This design comes from an exercise in tuning for small area, a short achievable clock period and few clock cycles per item on the open sky130 flow, not from production work.
Function not checked in this run: the RTL went through the layout flow alone.
Power and IR drop assume default switching activity.

## run.sh

```bash
#!/bin/bash
# synth_recipe.tcl (not shown) runs the flow's synth.tcl, then flattens the netlist and writes it again
# the make line also repeats each setting of config.mk as NAME=value (left out here)
make -C /OpenROAD-flow-scripts/flow DESIGN_CONFIG=/design/flow/config.mk WORK_HOME=/design/flow/orfs CLKGATE_MAP_FILE= SYNTH_SCRIPT=/design/flow/synth_recipe.tcl finish
```

## config.mk

```make
export PLATFORM = sky130hd
export DESIGN_NAME = simon2share
export DESIGN_NICKNAME = simon2share
export VERILOG_FILES = /design/flow/design.v
export SDC_FILE = /design/flow/constraint.sdc
export NUM_CORES = 4
export LEC_CHECK = 0
export CAP_MARGIN = 20
export CORE_MARGIN = 2
export CORE_UTILIZATION = 40
export PLACE_DENSITY = 0.6
export SLEW_MARGIN = 20
```

## constraint.sdc

```tcl
create_clock -name core_clock -period 5.0 [get_ports {clk}]
set_input_delay 1.0000 -clock core_clock [delete_from_list [all_inputs] [get_ports {clk}]]
set_output_delay 1.0000 -clock core_clock [all_outputs]
set_load 0.01 [all_outputs]
```

## design.v

```verilog
module p_datapath
	(clk, counter, data_ina, data_inb, data_rdy,key_ina, key_inb, cipher_out);
input clk, data_ina, data_inb;
input [1:0] data_rdy;
input [7:0] counter;
input [63:0] key_ina, key_inb;	
output [127:0] cipher_out;
wire [63:0] Xout_a, Xout_b, Yout_a, Yout_b;
data_share2 share_a(.clk(clk), .data_rdy(data_rdy), .counter(counter[0]), .data_in(data_ina), 
						 .key_in(key_ina), .X_out(Xout_a), .Y_out(Yout_a), .Y_in(Yout_b));				 
data_share2 share_b(.clk(clk), .data_rdy(data_rdy), .counter(counter[0]), .data_in(data_inb), 
						 .key_in(key_inb), .X_out(Xout_b), .Y_out(Yout_b), .Y_in(Yout_a));
wire [127:0] res1, res2;
reg sel1, sel2;
always @(*) begin
	if (134 <= counter) begin
		sel1 <= 1;
		sel2 <= 1;
	end
	else begin		
		sel1 <= 0;
		sel2 <= 0;
	end
end
quick_mux_128 SHARE_A_OUT_MUX_128( .in1({Xout_a, Yout_a}), .in2(128'd0), .out(res1), .sel(sel1) );
quick_mux_128 SHARE_B_OUT_MUX_128( .in1({Xout_b, Yout_b}), .in2(128'd0), .out(res2), .sel(sel2) );
assign cipher_out = res1 ^ res2;
endmodule  
module data_share2(clk, data_rdy, counter, data_in,key_in, X_out, Y_out, Y_in);
input clk, counter, data_in;
input [63:0] key_in;
input [1:0] data_rdy;	
input [63:0] Y_in;
output [63:0] X_out, Y_out;
reg [63:0] X, Y;
wire [63:0] XL1_1, XL2_1, XL8_1;
assign XL1_1 = {X[62:0], X[63]}; 
assign XL2_1 = {X[61:0], X[63:62]}; 
assign XL8_1 = {X[55:0], X[63:56]}; 
wire [63:0] YL1_1, YL8_2;
assign YL1_1 = {Y[62:0], Y[63]}; 
assign YL8_2 = {Y_in[55:0], Y_in[63:56]}; 
wire [63:0] sout1, sout2;
sub1 s1(Y, XL2_1, XL8_1, XL1_1, sout1);
sub1 s2(X, key_in, YL1_1, YL8_2, sout2);
always@(posedge clk)
begin
   if(data_rdy ==1) begin
		{X, Y} <= {data_in, X, Y[63:1]};
	end
	else if(data_rdy ==3) begin			
		if (counter == 1'b0) begin							
			X <= sout1 ;
			Y <= X;
		end
		else begin
			X <= sout2;
		end
	end
end
assign X_out = X;
assign Y_out = Y;
endmodule
module sub1(i1, i2, i3, i4, o1);
input [63:0] i1, i2, i3, i4;
output [63:0] o1;
wire [63:0] andout;
and4 a1(i3[3:0], i4[3:0], andout[3:0]);
and4 a2(i3[7:4], i4[7:4], andout[7:4]);
and4 a3(i3[11:8], i4[11:8], andout[11:8]);
and4 a4(i3[15:12], i4[15:12], andout[15:12]);
and4 a5(i3[19:16], i4[19:16], andout[19:16]);
and4 a6(i3[23:20], i4[23:20], andout[23:20]);
and4 a7(i3[27:24], i4[27:24], andout[27:24]);
and4 a8(i3[31:28], i4[31:28], andout[31:28]);
and4 a9(i3[35:32], i4[35:32], andout[35:32]);
and4 a10(i3[39:36], i4[39:36], andout[39:36]);
and4 a11(i3[43:40], i4[43:40], andout[43:40]);
and4 a12(i3[47:44], i4[47:44], andout[47:44]);
and4 a13(i3[51:48], i4[51:48], andout[51:48]);
and4 a14(i3[55:52], i4[55:52], andout[55:52]);
and4 a15(i3[59:56], i4[59:56], andout[59:56]);
and4 a16(i3[63:60], i4[63:60], andout[63:60]);
assign o1 = i1 ^ i2 ^ andout;
endmodule
module and4(a1, a2, andout);
input [3:0] a1,a2;
output [3:0] andout;
assign andout = a1 & a2;
endmodule
module quick_mux_128(in1, in2, out, sel);
input [127:0] in1,in2;
input sel;
output [127:0] out;
assign out = sel?(in1):in2;
endmodule	
`timescale 1ns / 1ps
module p_keysch10(clk, counter, data_in, data_rdy, key_out);
input clk, data_in;
input [1:0] data_rdy;
input [7:0] counter;
output [63:0] key_out;
reg [63:0] KX, KY;
localparam [0:67] Z = 68'b10101111011100000011010010011000101000010001111110010110110011101011;
localparam [63:0] c = 64'hfffffffffffffffc;
always@(posedge clk)
begin
	if(data_rdy == 2) begin
		{KX, KY} <= {data_in, KX, KY[63:1]};
	end
	else if(data_rdy == 3) begin
		if(counter[0] == 1'b1) begin
			KX <= c ^ Z[counter[7:1]] ^ KY ^ {KX[2:0],KX[63:3]} ^ {KX[3:0],KX[63:4]};
			KY <= KX;
		end
	end
end
assign key_out = KY ;
endmodule
`timescale 1ns / 1ps
module p_keysch11(clk, counter, data_in, data_rdy, key_out);
input clk, data_in;
input [1:0] data_rdy;
input [7:0] counter;
output [63:0] key_out;
reg [63:0] KX, KY;
always@(posedge clk)
begin
	if(data_rdy ==2) begin
		{KX, KY} <= {data_in, KX, KY[63:1]};
	end
	else if(data_rdy ==3) begin
		if(counter[0] == 1'b1) begin
			KX <= KY ^ {KX[2:0],KX[63:3]} ^ {KX[3:0],KX[63:4]};
			KY <= KX;
		end
	end
end
assign key_out = KY ;
endmodule
`timescale 1ns / 1ps
module simon2share(clk, data_ina, data_inb, data_rdy, cipher_out, Done);
input clk;
input data_ina, data_inb;
input [1:0] data_rdy;
output [127:0] cipher_out;
output reg Done;
reg [7:0] counter;
wire [63:0] keya, keyb;
always@(posedge clk)
begin
	if(data_rdy==0) begin
		counter <= 0;
	end
	else if(data_rdy ==3) begin			
		counter <= counter + 1;
	end
end
always @(posedge clk) begin
	if(data_rdy == 3 && (counter == 135))
		Done <= 1;			
	else
		Done <= 0;
end
p_datapath mydatapath(.clk(clk), .counter(counter), 
							 .data_ina(data_ina), .data_inb(data_inb),
							 .data_rdy(data_rdy), 
							 .key_ina(keya), .key_inb(keyb), 
							 .cipher_out(cipher_out));
p_keysch10 mykeysch_a(.clk(clk), .counter(counter), 
							 .data_in(data_ina), .data_rdy(data_rdy), .key_out(keya));
p_keysch11 mykeysch_b(.clk(clk), .counter(counter), 
							 .data_in(data_inb), .data_rdy(data_rdy), .key_out(keyb));						 
endmodule
```

==> notes.md <==
-- placed cells by master (no fill, tap or decap), drive strengths merged, types with 3 or more instances in the layout --
master / n
xor2: 196
nand2: 843
clkdlybuf4s50: 132
a21oi: 191
clkinv: 25
o21ai: 199
ha: 4
nor2: 326
xnor2: 708
nand3: 5
dfxtp: 9
inv: 3
edfxtp: 512
clkbuf: 79
nor2b: 3
buf: 38
mux2: 128
-- flip-flops by register name, summed over array words and instances (netlist names) --
name,cells
mydatapath.share_b.X,64
mydatapath.share_b.Y,64
mykeysch_a.KX,64
Done,1
mydatapath.share_a.Y,64
mydatapath.share_a.X,64
mykeysch_a.KY,64
mykeysch_b.KY,64
mykeysch_b.KX,64
counter,8
-- critical path, cell delays in order, from the launching register on --
cell	delay (ns)
dfxtp_4	0.68
inv_1	0.19
ha_1	0.22
o21ai_0	0.14
nand2_1	0.10
nand2_4	0.57
buf_12	0.34
nor2_1	0.09
clkdlybuf4s50_1	0.49
-- final cells by class --
cell class	count	area, um2	share of cell area, %
multi-input combinational	2636	16110	43.96
sequential	521	15560	42.46
timing repair buffer	170	1881	5.132
clock buffer	79	1594	4.350
tap	1060	1326	3.619
clock inverter	27	166.4	0.4541
inverter	3	11.26	0.03073
-- cells by family after synthesis --
group                      after synthesis  share of synthesized area (%)
DFF                                    521                          47.57
xor gates and xnor gates               904                          24.21
and+or+nand+nor                       1191                          13.85
adders and majority gates                4                         0.1531
buffers and inverters                  282                          3.333
muxes                                  130                          4.469
AOI/OAI and AO/OA                      407                          6.413
-- per-layer routing --
layer  wire, um  vias up  GRT usage, %
li1           -    11150             -
met4       2340        0         5.780
met5          0        -             0
met1      39970    11110         29.21
met2      41650      747         33.71
met3       5250      140         2.696
-- path summary, 6_finish.rpt --
kind	end	cells past startpoint	start	slack, ns
max	cipher_out[20]	8	counter[0]	0.53
min	mykeysch_a.KY[48]	2	mykeysch_a.KY[49]	0.62
max reg2reg	mykeysch_a.KX[0]	7	counter[3]	2.50
min reg2reg	mykeysch_a.KY[48]	2	mykeysch_a.KY[49]	0.62
-- through the flow --
stage                     hold WS, ns  total power [W]  setup WS [ns]  TNS (ns)
after floorplan                0.5533          0.01443        -0.9947   -265.34
after detailed placement       0.5990          0.01652          1.093         0
after global routing           0.6414          0.02185         0.1727         0
after global placement         0.5940          0.01643          1.159         0
after CTS                      0.6154          0.02067         0.4210         0
final                          0.6170          0.02057         0.5331         0
-- where the power goes --
part	leakage [nW]	switching [W]	internal (W)
Clock	0.857	0.00178	0.00231
Sequential	4.97	0.00271	0.00660
Combinational	6.99	0.00327	0.00389
==> results by group <==
Timing
  • Slew @ Worst Pin: 0.9708 ns
  • Clk_skew: 0.01972 ns
  • Final setup viols: 0
  • Slew Limit Fails: 0
  • Tcrit/Tclk final: 89.34%
  • Final hold vios: 0
  • Min Tclk post-route: 4.467 ns
  • Rel. slew slack: between 30% and 40%
  • Fmax: 223.9 MHz
  • RSZ-0062 raised after global routing: false

Clock tree
  • Postcts setup bufs: 0
  • CTS sink cnt: 521
  • Hold_buf cts: 0
  • CTS tree: done
  • Clk slew on worst S/H paths: approximately 0.06 ns
  • CTS buffer count: 59
  • CTS root buf: clkbuf_16
  • Worst skew pair latency: 0.62 ns
  • PostCTS Resize Cnt: 0
  • CTS Buffer Depth: 3
  • H-tree Lvls: 2

Logic synthesis
  • Synthesized flop and latch total: 521
  • Post-Synthesis Cell Area: ~33,000 um2
  • Mapped Nets: 3,448
  • Async S/R FF share, synth: 0%
  • Yosys warnings: 5
  • Mean post-synth cell area: 9.509 um2
  • Number of synthesized flops with an enable pin: about 500
  • Leading cell types by count after synthesis: nand2_1 (843), xnor2_1 (708), edfxtp_1 (512)
  • Leading area contributor after synthesis: edfxtp_1
  • Synth Instances: 3,439
  • Seq/Total Area, Yosys: 47.57%
  • Synth cell types: 40
  • Most common flop cell mapped by yosys: edfxtp_1
  • Synth area leaders: edfxtp_1 (47%), xnor2_1 (19%), nand2_1 (9.7%), xor2_1 (5.2%), mux2_2 (4.4%)
  • Most numerous cell in the Yosys netlist: nand2_1
  • Yosys top cell area share: a little under half

Cells and area
  • Final Cell Area: 36,650 um2
  • Fin nets: 3,400
  • Ant. Diodes: 0
  • Non-Filler Instances: 4,496
  • FILL cells: 7,712
  • Layout cells sized above 1: 7.159%
  • Growth of design area from synthesis to finish: 12.06%
  • Finished Core Util: 45.42%

Floorplanning
  • Die area: 84,050 um2
  • Core Area: 80,680 um2
  • Die width: 289.9 um
  • Starting Density: about 41%
  • Cell Rows: ~100
  • I/O pin count: roughly 130
  • Chip height: 289.9 um

Global routing
  • Vias in the first global route: 21,750
  • Total GRT Usage: 20.79%
  • Largest net degree at the start of global routing: 211
  • Grt ovf: 0
  • First-pass GRT wire length: 137,000 um
  • Initial antenna violation count: 0

Pwr
  • Max VDD drop: 278.6 uV
  • Leakage: about 13 nW
  • PD cells: between 500 and 600 nW/um2

Detailed routing
  • Final WL: 89,210 um
  • Routed vias: about 23,000
  • First-pass iteration count of the detailed router: 5
  • DRC viols: 0
  • Drt first-iter violations: around 2,400
  • Drt wl/cell: slightly below 20 um
  • Post-route ant nets: 0
  • Vias per cell: 5.149

Worst setup path
  • Crit path max fanout: roughly 70
  • Arrival @ worst endpoint: 3.47 ns
  • Critical Path End Type: output port
  • Crit Path Class: register to output port
  • CP required: 4.00 ns
  • Setup crit start kind: register

Placed design
  • Inst Count DP: 4,389
  • Placer Congestion: 0.8336
  • DP Area: 34,860 um2
  • Detailed placement HPWL: roughly 62,000 um
  • Port Buffer Count: 133

Outcome
  • Status: timing/DRC/antenna clean

Hold path
  • Worst min path class: register to register

Run
  • # Max-Cap Violations: 0

re-timing with driven ports:
The results above use ideal ports. As a check the final layout listed here was re-extracted and re-timed, cells and wires unchanged.
Step 1 (the two cells are an assumption about what drives the block):
set clk [get_ports {clk}]
set_driving_cell -lib_cell sky130_fd_sc_hd__clkbuf_16 $clk
set_driving_cell -lib_cell sky130_fd_sc_hd__buf_2 [delete_from_list [all_inputs] $clk]
Step 2 moves the port delays by t, midway between the first and last clock arrival at a register: inputs arrive t later, outputs are due t later. That takes back most of the time a late clock gives input paths.
Three values: ideal ports, drivers, drivers and shift; two values: the first two.
t, ns: 0.677
setup WS [ns]: 0.533 / 0.470 / 1.147
worst hold slack (ns): 0.617 / 0.617 / 0.617
latest minus earliest clock arrival (ns): 0.021 / 0.021
slew at the worst register clock pin (ns): 0.06 / 0.06
After both steps this run still meets setup and hold. The setup slack of this run moves by -0.063 ns with the drivers and by +0.614 ns with both steps.
